What follows belongs to an exercise in optimizing a design on an open flow for small area, a short achievable clock period and few clock cycles per item; a production flow would make more cautious choices.
In this exercise RTL edits were held to simulation tests only and were not proved equivalent to the original.

==> try-xenon <==
==> flow/design.v (excerpt) <==
module sin (
    input  logic        clk,
    input  logic        rst_n,
    input  logic [15:0] x,
    input  logic        start,
    output logic [15:0] result,
    output logic        done
);
logic [4:1]  st;
logic [14:0] ra, rb, rx;
logic [12:0] t1;
logic [15:0] acc, p, m3;
logic [2:0]  m3r;
sin_controller controller (.clk(clk), .rst_n(rst_n), .start(start), .st(st), .done(done));
sin_coeff_lut lut (.x(x[14:0]), .m3(m3));
assign acc = st[4] ? result : 16'h0000;
sin_datapath datapath (.ma(ra), .mb(rb), .acc(acc), .p(p), .a(x[14:0]), .t1(t1));
always_ff @(posedge clk) begin
    if (done) begin
        if (start) begin
            ra     <= x[14:0];
            rb     <= x[14:0];
            rx     <= {2'b00, t1};
            result <= {1'b0, x[14:0]};
            m3r    <= m3[2:0];
        end
    end
    if (st[1]) begin
        ra <= rx;
        rb <= p[14:0];
        rx <= p[14:0];
    end
    if (st[2]) begin
        ra <= p[14:0];
        rb <= 15'h0666;
    end
    if (st[3]) begin
        ra     <= p[14:0];
        rb     <= rx;
        result <= result - {1'b0, ra} - {13'b0, m3r};
    end
    if (st[4]) result <= p;
end
endmodule
==> module sin, before the edit <==
module sin (
    input  logic        clk,
    input  logic        rst_n,
    input  logic [15:0] x,
    input  logic        start,
    output logic [15:0] result,
    output logic        done
);
logic [4:1]  st;
logic [14:0] ra, rb, rx;
logic [12:0] t1;
logic [15:0] acc, p, m3;
logic [2:0]  m3r;
sin_controller controller (.clk(clk), .rst_n(rst_n), .start(start), .st(st), .done(done));
sin_coeff_lut lut (.x(x[14:0]), .m3(m3));
assign acc = st[4] ? result : 16'h0000;
sin_datapath datapath (.ma(ra), .mb(rb), .acc(acc), .p(p), .a(x[14:0]), .t1(t1));
always_ff @(posedge clk) begin
    if (done) begin
        if (start) begin
            ra     <= x[14:0];
            rb     <= x[14:0];
            rx     <= {2'b00, t1};
            result <= {1'b0, x[14:0]};
            m3r    <= m3[2:0];
        end
    end
    if (st[1]) begin
        ra <= rx;
        rb <= p[14:0];
        rx <= p[14:0];
    end
    if (st[2]) begin
        ra <= p[14:0];
        rb <= 15'h0666;
    end
    if (st[3]) begin
        ra     <= p[14:0];
        rb     <= rx;
        result <= result - {1'b0, ra} - {13'b0, m3r};
    end
    if (st[4]) result <= p;
end
endmodule
clock: 9.5 ns
lec_check: 0
cap_margin: 20
core_margin: 2
core_utilization: 40
slew_margin: 20
run.sh (not shown) runs the stock make flow with config.mk's settings and CLKGATE_MAP_FILE= SYNTH_SCRIPT=/design/flow/synth_recipe.tcl, a recipe that flattens the netlist after the stock synthesis.
==> try-tundra: changes against try-xenon <==
--- a/flow/design.v
+++ b/flow/design.v
@@ -1033,3 +1033,2 @@
 logic [15:0] acc, p, m3;
-logic [2:0]  m3r;
 sin_controller controller (.clk(clk), .rst_n(rst_n), .start(start), .st(st), .done(done));
@@ -1044,4 +1043,3 @@
             rx     <= {2'b00, t1};
-            result <= {1'b0, x[14:0]};
-            m3r    <= m3[2:0];
+            result <= {1'b0, x[14:0]} - m3;
         end
@@ -1060,3 +1058,3 @@
         rb     <= rx;
-        result <= result - {1'b0, ra} - {13'b0, m3r};
+        result <= result - {1'b0, ra};
     end
==> try-willow: changes against try-xenon <==
- SETUP_SLACK_MARGIN: default -> 3.5
==> results.txt <==
metric	try-tundra	try-xenon	try-willow
Result of the run	timing/DRC/antenna clean	timing/DRC/antenna clean	timing/DRC/antenna clean
Count of plain and timing-repair buffers	50	45	112
Area growth from synthesis to final layout	8.24%	8.37%	16.1%
Routed length on met3	1880 um	1860 um	1760 um
Setup skew after layout	0.00972 ns	0.00938 ns	0.00659 ns
CP startpoint	x[7]	ra[4]	ra[2]
Vert. Die Dim	188 um	186 um	186 um
Synth async-reset ratio	6.15%	5.88%	5.88%
Basic-gate share of the synthesized area counting and, or, nand and nor cells	16.8%	16.2%	16.2%
Met1 track demand over resource	30.3%	30.4%	30.6%
Highest-delay cell along the critical path	clkdlybuf4s50_1	edfxtp_1	edfxtp_1
Launching element type of the critical path	input pin	register	register
Critical hold path startpoint	rx[11]	rx[3]	rx[3]
Net count, final	1831	1779	1846
Total Routing Usage GR	21.7%	21.8%	22.4%
Final weighted congestion of routability-driven global placement	0.876	0.896	0.881
Synthesized area per cell	9.14 um2	9.32 um2	9.32 um2
Multiplexer share of the synthesized area	0.671%	0.682%	0.682%
PostCTS Resize Cnt	0	0	85
Fraction of the mapped netlist area in compound gates	12.7%	10.5%	10.5%
Testbench counts of try-xenon, summed over its fixed seeds: cycles 1,920, items 384.
Testbench counts of try-tundra, summed over its fixed seeds: cycles 1,920, items 384.
Testbench counts of try-willow, summed over its fixed seeds: cycles 1,920, items 384.

==> inputs of 09-23 <==
sin, a different RTL version from the one above (not shown whole).
==> module sin, before the edit <==
module sin (
    input  logic        clk,
    input  logic        rst_n,
    input  logic [15:0] x,
    input  logic        start,
    output logic [15:0] result,
    output logic        done
);
logic [4:1]  st;
logic [14:0] ra, rx, bnext;
logic [7:0]  b_one, b_two, n_one, n_two;
logic [6:0]  b_neg, n_neg;
logic [12:0] t1;
logic [15:0] acc, p, m3;
logic [2:0]  m3r;
always_ff @(posedge clk or negedge rst_n) begin
    if (!rst_n) begin
        st <= 4'b0000;
    end else begin
        st <= {st[3:1], done & start};
    end
end
assign done = ~|st;
sin_coeff_lut lut (.x(x[14:0]), .m3(m3));
assign acc = st[4] ? result : 16'h0000;
sin_datapath datapath (.ma(ra), .b_one(b_one), .b_two(b_two), .b_neg(b_neg), .acc(acc), .p(p),
                       .a(ra), .t1(t1));
always_comb begin
    if (st[1])      bnext = {2'b00, t1};
    else if (st[2]) bnext = 15'h0666;
    else if (done)  bnext = x[14:0];
    else            bnext = rx;
end
sin_booth_enc enc (.b(bnext), .one(n_one), .two(n_two), .neg(n_neg));
always_ff @(posedge clk) begin
    ra    <= done ? x[14:0] : p[14:0];
    b_one <= n_one;
    b_two <= n_two;
    b_neg <= n_neg;
    m3r   <= m3[2:0];
end
always_ff @(posedge clk) begin
    if (done) begin
        if (start) result <= {1'b0, x[14:0]};
    end
    if (st[1]) rx <= p[14:0];
    if (st[3]) result <= result - {1'b0, ra} - {13'b0, m3r};
    if (st[4]) result <= p;
end
endmodule
clock: 9.5 ns
lec_check: 0
cap_margin: 20
core_margin: 2
core_utilization: 40
cts_buf_list: sky130_fd_sc_hd__clkbuf_4 sky130_fd_sc_hd__clkbuf_8
setup_slack_margin: 3.5
slew_margin: 20
synth_hierarchical: 1
synth_minimum_keep_size: 0
==> inputs of 12-14, as changes to 09-23 <==
--- a/flow/design.v
+++ b/flow/design.v
@@ -568,7 +568,7 @@
     output logic        done
 );
 logic [4:1]  st;
-logic [14:0] ra, rx, bnext;
+logic [14:0] ra, bnext;
 logic [7:0]  b_one, b_two, n_one, n_two;
 logic [6:0]  b_neg, n_neg;
 logic [12:0] t1;
@@ -590,7 +590,7 @@
     if (st[1])      bnext = {2'b00, t1};
     else if (st[2]) bnext = 15'h0666;
     else if (done)  bnext = x[14:0];
-    else            bnext = rx;
+    else            bnext = result[14:0];
 end
 sin_booth_enc enc (.b(bnext), .one(n_one), .two(n_two), .neg(n_neg));
 always_ff @(posedge clk) begin
@@ -601,12 +601,8 @@
     m3r   <= m3[2:0];
 end
 always_ff @(posedge clk) begin
-    if (done) begin
-        if (start) result <= {1'b0, x[14:0]};
-    end
-    if (st[1]) rx <= p[14:0];
-    if (st[3]) result <= result - {1'b0, ra} - {13'b0, m3r};
-    if (st[4]) result <= p;
+    if (st[1] | st[4]) result <= p;
+    if (st[3])         result <= {1'b0, x[14:0]} - {1'b0, ra} - {13'b0, m3r};
 end
 endmodule
 module sin_booth_enc (
CTS_BUF_LIST = unset   (was sky130_fd_sc_hd__clkbuf_4 sky130_fd_sc_hd__clkbuf_8)
SETUP_SLACK_MARGIN = 5.0   (was 3.5)
==> comparison table <==
Run status: 09-23 finished clean; 12-14 finished clean
Post-Route Utilization: 09-23 43.3%; 12-14 53.7%
Vias in the first global route: 09-23 9895; 12-14 10400
Standard cell area after detailed placement: 09-23 0.0130 mm²; 12-14 0.0126 mm²
Routed wl met2: 09-23 16500 µm; 12-14 18200 µm
Cell repeated most along the worst path: 09-23 fa_1; 12-14 fa_2
Least-Margin Pin Slew: 09-23 939 ps; 12-14 806 ps
Horizontal extent of the die: 09-23 180 µm; 12-14 176 µm
Maximum achievable frequency: 09-23 173 MHz; 12-14 200 MHz
Final WL: 09-23 35200 µm; 12-14 38500 µm
Buffer share of cell area: 09-23 4.05%; 12-14 11.9%
Worst slack, placed: 09-23 3450 ps; 12-14 3860 ps
Slowest cell delay on critical path: 09-23 790 ps; 12-14 580 ps
Number of buffers inserted by post-CTS setup repair: 09-23 0; 12-14 104
Core area: 09-23 0.0305 mm²; 12-14 0.0289 mm²
Met2 track utilization from global routing: 09-23 35.8%; 12-14 40.9%
Rel. slew slack: 09-23 37.2%; 12-14 46.2%
Testbench counts of 09-23, summed over its fixed seeds: cycles 1,920, items 384.
Testbench counts of 12-14, summed over its fixed seeds: cycles 1,920, items 384.

==> v13 <==
sin, a different RTL version from the one above (not shown whole).
make LEC_CHECK=0 CAP_MARGIN=20 CORE_MARGIN=2 CORE_UTILIZATION=40 SETUP_SLACK_MARGIN=3.5 SLEW_MARGIN=20 SYNTH_HIERARCHICAL=1 SYNTH_MINIMUM_KEEP_SIZE=0 finish   # period 9.5 ns
==> inputs of v36, as changes to v13 <==
--- a/flow/design.v
+++ b/flow/design.v
@@ -387,15 +387,17 @@
 sin_fa u253 (.a(s225), .b(c199), .c(c224), .s(s253), .co(c253));
 wire s254 = ~(s226 ^ c225);
 wire c255 = s226 | c225;
 wire s256 = ~(acc[15] ^ c226);
 wire c257 = acc[15] | c226;
 wire [30:0] pa = {s256, s254, s253, s252, s251, s250, s249, s248, s247, s246, s245, s244, s243, s242, s241, s240, s239, s238, s237, s236, s235, s234, s233, s232, s231, s230, s229, s228, s227, pp2, pp1};
 wire [30:0] pb = {c255, c253, c252, c251, c250, c249, c248, c247, c246, c245, c244, c243, c242, c241, c240, c239, c238, c237, c236, c235, c234, c233, c232, c231, c230, c229, c228, c227, b_neg[1], 1'b0, b_neg[0]};
-wire [30:0] ps = pa + pb;
+wire [30:0] ps;
+assign ps[14:0] = 15'd0;
+sin_add31 add (.a(pa), .b(pb), .s(ps[30:15]));
 assign p = ps[30:15];
 wire s100001, c100001;
 sin_ha u100001 (.a(a[12]), .b(a[10]), .s(s100001), .co(c100001));
 wire s100002, c100002;
 sin_fa u100002 (.a(a[13]), .b(a[11]), .c(a[9]), .s(s100002), .co(c100002));
 wire s100003, c100003;
 sin_fa u100003 (.a(a[14]), .b(a[12]), .c(a[10]), .s(s100003), .co(c100003));
@@ -544,24 +546,33 @@
     input  logic b,
     output logic s,
     output logic co
 );
 assign s  = a ^ b;
 assign co = a & b;
 endmodule
+module sin_add31 (
+    input  logic [30:0] a,
+    input  logic [30:0] b,
+    output logic [15:0] s
+);
+logic [30:0] sum;
+assign sum = a + b;
+assign s = sum[30:15];
+endmodule
 module sin (
     input  logic        clk,
     input  logic        rst_n,
     input  logic [15:0] x,
     input  logic        start,
     output logic [15:0] result,
     output logic        done
 );
 logic [4:1]  st;
-logic [14:0] ra, rx, bnext;
+logic [14:0] ra, bnext;
 logic [7:0]  b_one, b_two, n_one, n_two;
 logic [6:0]  b_neg, n_neg;
 logic [12:0] t1;
 logic [15:0] acc, p, m3;
 logic [2:0]  m3r;
 always_ff @(posedge clk or negedge rst_n) begin
     if (!rst_n) begin
@@ -575,40 +586,27 @@
 assign acc = st[4] ? result : 16'h0000;
 sin_datapath datapath (.ma(ra), .b_one(b_one), .b_two(b_two), .b_neg(b_neg), .acc(acc), .p(p),
                        .a(ra), .t1(t1));
 always_comb begin
     if (st[1])      bnext = {2'b00, t1};
     else if (st[2]) bnext = 15'h0666;
     else if (done)  bnext = x[14:0];
-    else            bnext = rx;
+    else            bnext = result[14:0];
 end
 sin_booth_enc enc (.b(bnext), .one(n_one), .two(n_two), .neg(n_neg));
 always_ff @(posedge clk) begin
-    if (done) begin
-        if (start) begin
-            ra     <= x[14:0];
-            result <= {1'b0, x[14:0]};
-            m3r    <= m3[2:0];
-        end
-    end
-    if ((done & start) | st[1] | st[2] | st[3]) begin
-        b_one <= n_one;
-        b_two <= n_two;
-        b_neg <= n_neg;
-    end
-    if (st[1]) begin
-        ra <= p[14:0];
-        rx <= p[14:0];
-    end
-    if (st[2]) ra <= p[14:0];
-    if (st[3]) begin
-        ra     <= p[14:0];
-        result <= result - {1'b0, ra} - {13'b0, m3r};
-    end
-    if (st[4]) result <= p;
+    ra    <= done ? x[14:0] : p[14:0];
+    b_one <= n_one;
+    b_two <= n_two;
+    b_neg <= n_neg;
+    m3r   <= m3[2:0];
+end
+always_ff @(posedge clk) begin
+    if (st[1] | st[4]) result <= p;
+    if (st[3])         result <= {1'b0, x[14:0]} - {1'b0, ra} - {13'b0, m3r};
 end
 endmodule
 module sin_booth_enc (
     input  logic [14:0] b,
     output logic [7:0]  one,
     output logic [7:0]  two,
     output logic [6:0]  neg
Settings changed: SETUP_SLACK_MARGIN 3.5 to 4.0.
==> qor summary <==
| metric | v13 | v36 |
|---|---|---|
| Final WL | 36650 um | 33090 um |
| Status | timing/DRC/antenna clean | timing/DRC/antenna clean |
| Post-Route Utilization | 46.17% | 44.69% |
| Average footprint of a synthesized cell | 10.09 um^2 | 9.577 um^2 |
| Post-Layout Inst Area | 14200 um^2 | 12900 um^2 |
| Pin count of the biggest net entering global routing | 32 | 25 |
| Buffers inserted by post-CTS timing repair | 35 | 0 |
| Clock distribution area overhead in the final layout | 2.274% | 2.105% |
| Met1 Routed Length | 14820 um | 13910 um |
| Number of cells in the design after placement | 1613 | 1585 |
| Number of multi-input combinational cells | 1001 | 996 |
| Layout Skew | 0.01068 ns | 0.01094 ns |
| Die Width | 181.3 um | 175.7 um |
| Netlist area before placement | 12570 um^2 | 11790 um^2 |
| Unrepaired setup endpoints after global routing | true | false |
| Fill cell instance count of the final layout | 2930 | 2854 |
| Destination of the critical timing path | result[15] | result[14] |
| Global-route track usage on met1 | 29.46% | 29.40% |
| Startpoint of the worst setup timing path | ra[7] | ra[10] |
| Data required, critical path | 9.60 ns | 9.58 ns |
| Area growth syn-to-layout | 12.95% | 9.404% |
| Worst Reg-to-Reg Cells | 17 | 15 |
| Worst path setup slack after routing | 3.713 ns | 4.183 ns |
Testbench counts of v13, summed over its fixed seeds: cycles 1,920, items 384.
Testbench counts of v36, summed over its fixed seeds: cycles 1,920, items 384.

-- re-timing with driven ports --
How much do the figures lean on ideal ports? The routed layouts below were timed once more, with nothing changed but the port constraints.
Step 1, drivers: a clkbuf_16 drives clk and a buf_2 each remaining input, both assumed.
Step 2, shift: input delay + t, output delay - t, t = (earliest + latest rising clock arrival at the registers) / 2. This alone moves slack from input paths to output paths.
Three values: ideal, step 1, step 2; two values: the first two.
run | shift t [ns] | slack for setup (ns) | worst slew at a driven data input, ns
try-xenon | 0.372 | 1.977 / 1.977 / 1.977 | 0.04
try-tundra | 0.383 | 1.742 / 1.765 / 1.382 | 0.03
try-willow | 0.378 | 3.064 / 3.064 / 2.950 | 0.03
09-23 | 0.413 | 3.720 / 3.720 / 3.720 | 0.04
12-14 | 0.369 | 4.500 / 4.500 / 4.500 | 0.04
v13 | 0.387 | 3.713 / 3.713 / 3.713 | 0.04
v36 | 0.367 | 4.183 / 4.183 / 4.183 | 0.03
After both steps every run listed still meets setup and hold. For try-tundra, which loses most, drivers alone change the setup slack by +0.023 ns; drivers and shift together by -0.360 ns.
